What follows belongs to an exercise in optimizing a design on an open flow for small area and a short achievable clock period; a production flow would make more cautious choices.
The RTL was checked by simulation tests, not by an equivalence proof against the original design.
Power figures rest on the tool's default switching activity, not on a simulated workload.

sierra:
## distortion
module distortion
#(
    parameter int WIDTH = 24
)
(
    input logic clk,
    input logic reset,
    input logic enable,
    input logic [WIDTH-1:0] in,
    input logic [WIDTH-1:0] gain,
    input logic [WIDTH-1:0] threshold,
    output logic [WIDTH-1:0] out
);
logic [23:0] d;
logic [11:0] b_one, b_two, b_neg;
logic        b_g23;
logic [11:0] e_one, e_two, e_neg;
wire  [24:0] gx = {gain, 1'b0};
always_comb begin
    for (int i = 0; i < 12; i++) begin
        e_one[i] = gx[2*i+1] ^ gx[2*i];
        e_two[i] = (gx[2*i+2] & ~gx[2*i+1] & ~gx[2*i]) | (~gx[2*i+2] & gx[2*i+1] & gx[2*i]);
        e_neg[i] = gx[2*i+2] & ~(gx[2*i+1] & gx[2*i]);
    end
end
logic v1, v2;
always_ff @(posedge clk or posedge reset) begin
    if (reset) begin
        v1 <= 1'b0; v2 <= 1'b0;
    end else if (enable) begin
        v1 <= 1'b1; v2 <= v1;
    end
end
always_ff @(posedge clk) begin
    if (enable) begin
        d <= in; b_one <= e_one; b_two <= e_two; b_neg <= e_neg; b_g23 <= gain[23];
    end
end
wire pp_0_0 = ((b_one[0] & d[0]) | (b_two[0] & 1'b0)) ^ b_neg[0];
wire pp_0_1 = ((b_one[0] & d[1]) | (b_two[0] & d[0])) ^ b_neg[0];
wire pp_0_2 = ((b_one[0] & d[2]) | (b_two[0] & d[1])) ^ b_neg[0];
wire pp_0_3 = ((b_one[0] & d[3]) | (b_two[0] & d[2])) ^ b_neg[0];
wire pp_0_4 = ((b_one[0] & d[4]) | (b_two[0] & d[3])) ^ b_neg[0];
wire pp_0_5 = ((b_one[0] & d[5]) | (b_two[0] & d[4])) ^ b_neg[0];
wire pp_0_6 = ((b_one[0] & d[6]) | (b_two[0] & d[5])) ^ b_neg[0];
wire pp_0_7 = ((b_one[0] & d[7]) | (b_two[0] & d[6])) ^ b_neg[0];
wire pp_0_8 = ((b_one[0] & d[8]) | (b_two[0] & d[7])) ^ b_neg[0];
wire pp_0_9 = ((b_one[0] & d[9]) | (b_two[0] & d[8])) ^ b_neg[0];
wire pp_0_10 = ((b_one[0] & d[10]) | (b_two[0] & d[9])) ^ b_neg[0];
wire pp_0_11 = ((b_one[0] & d[11]) | (b_two[0] & d[10])) ^ b_neg[0];
wire pp_0_12 = ((b_one[0] & d[12]) | (b_two[0] & d[11])) ^ b_neg[0];
wire pp_0_13 = ((b_one[0] & d[13]) | (b_two[0] & d[12])) ^ b_neg[0];
wire pp_0_14 = ((b_one[0] & d[14]) | (b_two[0] & d[13])) ^ b_neg[0];
wire pp_0_15 = ((b_one[0] & d[15]) | (b_two[0] & d[14])) ^ b_neg[0];
  ...
For scale: roughly 240 flip-flops, roughly 99 I/O pins, ~23000 sq um of cells after synthesis.
make LEC_CHECK=0 CAP_MARGIN=20 CORE_MARGIN=2 CORE_UTILIZATION=40 SETUP_SLACK_MARGIN=4.6 SLEW_MARGIN=20 TNS_END_PERCENT=0 finish   # period 7.5 ns
run.sh (not shown) runs the stock make flow with config.mk's settings and CLKGATE_MAP_FILE= SYNTH_SCRIPT=/design/flow/synth_recipe.tcl, a recipe that flattens the netlist after the stock synthesis.
> inputs changed (sierra -> yarrow)
-- flow/config.mk --
<<< sierra, line 8
>>> yarrow, line 8
export ABC_AREA = 1
<<< sierra, line 11
export SETUP_SLACK_MARGIN = 4.6
>>> yarrow, line 12
export SETUP_SLACK_MARGIN = 4.4
==> comparison <==
On final-layout clock buffer total, the lower figure sits with sierra, not yarrow.
[compare] base=sierra new=yarrow: number of non-clock inverters increased by about 60% relative to the old numbers, overall power consumption rose 980 uW, met2 routing resource usage after global routing saw an increase, layout filler cell count went up by 4.8%.
Worst endpoint data arrival time was lower in sierra than in yarrow.
Comparing sierra and yarrow, fraction of standard cell area in multi-input logic is lower on yarrow.
Compared sierra against yarrow; power in the clock group within noise.
The worst setup path startpoint comes out b_one[5] in one run and d[20] in the other, namely in yarrow and sierra respectively.
In yarrow the final period utilization turned out 2.1 points higher than in sierra.
Route | yarrow vs sierra | wire longer in yarrow
Inputs modified between yarrow and willow:
-- flow/config.mk --
<<< yarrow, line 8
export ABC_AREA = 1
>>> willow, line 8
<<< yarrow, line 12
export SETUP_SLACK_MARGIN = 4.4
>>> willow, line 11
export SETUP_SLACK_MARGIN = 4.2
<<< yarrow, line 14
export TNS_END_PERCENT = 0
>>> willow, line 13
==> summary.txt <==
On share of synthesized area occupied by flip-flops and latches, the higher figure sits with willow, not yarrow. Against yarrow, non-clock inverter count in the final layout in willow fell by more than a quarter. Reported for willow and yarrow, critical path depth turned out identical to the last digit. Compared to yarrow, willow has multi-input combinational cell area 2.9% lower. Diff yarrow -> willow: critical path's largest stage delay saw an increase, register bit total from synthesis saw little to no change.
Inputs modified between willow and cedar:
-- flow/config.mk --
<<< willow, line 11
export SETUP_SLACK_MARGIN = 4.2
>>> cedar, line 11
export SETUP_SLACK_MARGIN = 4.4
<<< willow, line 13
>>> cedar, line 13
export TNS_END_PERCENT = 0
Results
cedar: done, clean on timing, DRC and antenna
Of willow and cedar, the lower minimum period implied by the final worst setup slack belongs to cedar.
Delay of the slowest critical-path stage on cedar is down relative to willow.
cedar against willow; maximum frequency from static timing analysis is up slightly.

========
Another version of the RTL of distortion (not shown whole).
Size: about 2,000 cells after synthesis.
// distortion
module distortion
#(
    parameter int WIDTH = 24
)
(
    input logic clk,
    input logic reset,
    input logic enable,
    input logic [WIDTH-1:0] in,
    input logic [WIDTH-1:0] gain,
    input logic [WIDTH-1:0] threshold,
    output logic [WIDTH-1:0] out
);
logic [23:0] d;
logic [11:0] b_one, b_two, b_neg;
logic        b_g23;
logic [11:0] e_one, e_two, e_neg;
wire  [24:0] gx = {gain, 1'b0};
always_comb begin
    for (int i = 0; i < 12; i++) begin
        e_one[i] = gx[2*i+1] ^ gx[2*i];
        e_two[i] = (gx[2*i+2] & ~gx[2*i+1] & ~gx[2*i]) | (~gx[2*i+2] & gx[2*i+1] & gx[2*i]);
        e_neg[i] = gx[2*i+2] & ~(gx[2*i+1] & gx[2*i]);
    end
end
logic v1, v2, v3;
always_ff @(posedge clk or posedge reset) begin
    if (reset) begin
        v1 <= 1'b0; v2 <= 1'b0; v3 <= 1'b0;
    end else if (enable) begin
        v1 <= 1'b1; v2 <= v1; v3 <= v2;
    end
end
always_ff @(posedge clk) begin
    if (enable) begin
        d <= in; b_one <= e_one; b_two <= e_two; b_neg <= e_neg; b_g23 <= gain[23];
    end
end
wire pp_0_0 = ((b_one[0] & d[0]) | (b_two[0] & 1'b0)) ^ b_neg[0];
wire pp_0_1 = ((b_one[0] & d[1]) | (b_two[0] & d[0])) ^ b_neg[0];
  ...
export LEC_CHECK = 0
export CAP_MARGIN = 20
export CORE_MARGIN = 2
export CORE_UTILIZATION = 60
export CTS_BUF_LIST = sky130_fd_sc_hd__clkbuf_4 sky130_fd_sc_hd__clkbuf_8
export CTS_CLUSTER_SIZE = 20
export SETUP_SLACK_MARGIN = 4.4
export SLEW_MARGIN = 20
export TNS_END_PERCENT = 0
create_clock -name core_clock -period 7.5 [get_ports {clk}]
standard.sh (not shown) runs the stock make flow with config.mk's settings and CLKGATE_MAP_FILE= SYNTH_SCRIPT=/design/flow/synth_recipe.tcl, a recipe that flattens the netlist after the stock synthesis.
==> flow/flow/run.sh <==
#!/bin/bash
# The standard layout (standard.sh) with two changes:
#  1. after the standard synthesis, flow/fixinv.py chooses the polarity of each
#     full-adder cell so that fewer inverters sit between adders (a full adder
#     is self-dual); registers and logic function are unchanged;
#  2. buffer_ports puts plain buf_1 cells on the ports instead of the default
#     clkdlybuf4s50_1 delay buffers (every port still gets its buffer).
# Each tool's output goes to a log file here; ORFS keeps each step's log under
# orfs/logs/.
set -euo pipefail
export BUFFER_PORTS_ARGS="-buffer_cell sky130_fd_sc_hd__buf_1"
R=orfs/results/${FLOW_PLATFORM:-sky130hd}/distortion/base
bash standard.sh synth > standard_synth.log 2>&1
cp $R/1_2_yosys.v $R/1_2_yosys.std.v
python3 flow/fixinv.py $R/1_2_yosys.std.v $R/1_2_yosys.v > fixinv.log 2>&1
rm -f $R/1_synth.odb $R/1_synth.sdc
bash standard.sh > standard.log 2>&1
Other scripts of this flow, unchanged in this note and not shown: flow/flow/fixinv.py
==> next run, changes <==
- CORE_UTILIZATION: 60 -> 40
- CTS_BUF_LIST: sky130_fd_sc_hd__clkbuf_4 sky130_fd_sc_hd__clkbuf_8 -> default
- CTS_CLUSTER_SIZE: 20 -> default
Setup slack gets worse by 0.068 ns; synthesized cell count does not change; non-clock buffer count rises by 15; power rises slightly; maximum frequency falls by a few percent; synthesized area does not change; cell area rises by a few percent.
==> next run, changes <==
- CORE_UTILIZATION: 40 -> 60
The changed run produced a clean layout.
Sequential cell count does not change.
Setup slack improves by 0.052 ns.
Power fell by 1.0%.
Global-route usage rose by 10 points.
Area after synthesis stays the same.
Hold slack improves by 0.015 ns.
Sequential share of layout area rose by 0.37 points.
==> next run, changes <==
- CORE_UTILIZATION: 60 -> 50
Result:
- hold slack got worse by 0.019 ns
- die area rises by 20%
- wire length goes up by 2.3%
- combinational power stays flat
- total power increases by 2.4%
- utilization drops by 11 points
- via count is about the same
- final area grows by 1.1%
- sequential share of layout area came out lower by 0.30 points
- flip-flop and latch count does not change
- register-to-register slack is about the same

[separate check: timing with driven ports]
No port has a modelled driver above. Below, the same layouts with a new extraction and two added sets of constraints.
Step 1 sets driving cells, clkbuf_16 on the clock port and buf_2 on the other inputs (assumed; they add their load-dependent delay and slew).
Step 2 times the ports against the registers' clock, not the clock port: input delays grow and output delays shrink by t, the midpoint of the rising clock arrivals with the driver on.
a / b / c = ideal / step 1 / step 2; a / b = the first two.
run | t, ns | slack for setup (ns) | worst setup path at the end
sierra | 0.665 | 4.199 / 4.199 / 3.825 | input to register
yarrow | 0.643 | 4.044 / 4.044 / 4.044 | register to register
willow | 0.655 | 4.163 / 4.163 / 3.751 | input to register
cedar | 0.665 | 4.199 / 4.199 / 3.825 | input to register
the first run of note 2 | 0.653 | 4.254 / 4.254 / 4.070 | input to register
the second run of note 2 | 0.647 | 4.187 / 4.187 / 4.123 | input to register
the third run of note 2 | 0.622 | 4.238 / 4.238 / 4.104 | input to register
the fourth run of note 2 | 0.629 | 4.234 / 4.234 / 4.148 | input to register
After both steps every run listed still meets setup and hold. For willow, which loses most, drivers alone change the setup slack by 0.000 ns; drivers and shift together by -0.412 ns.
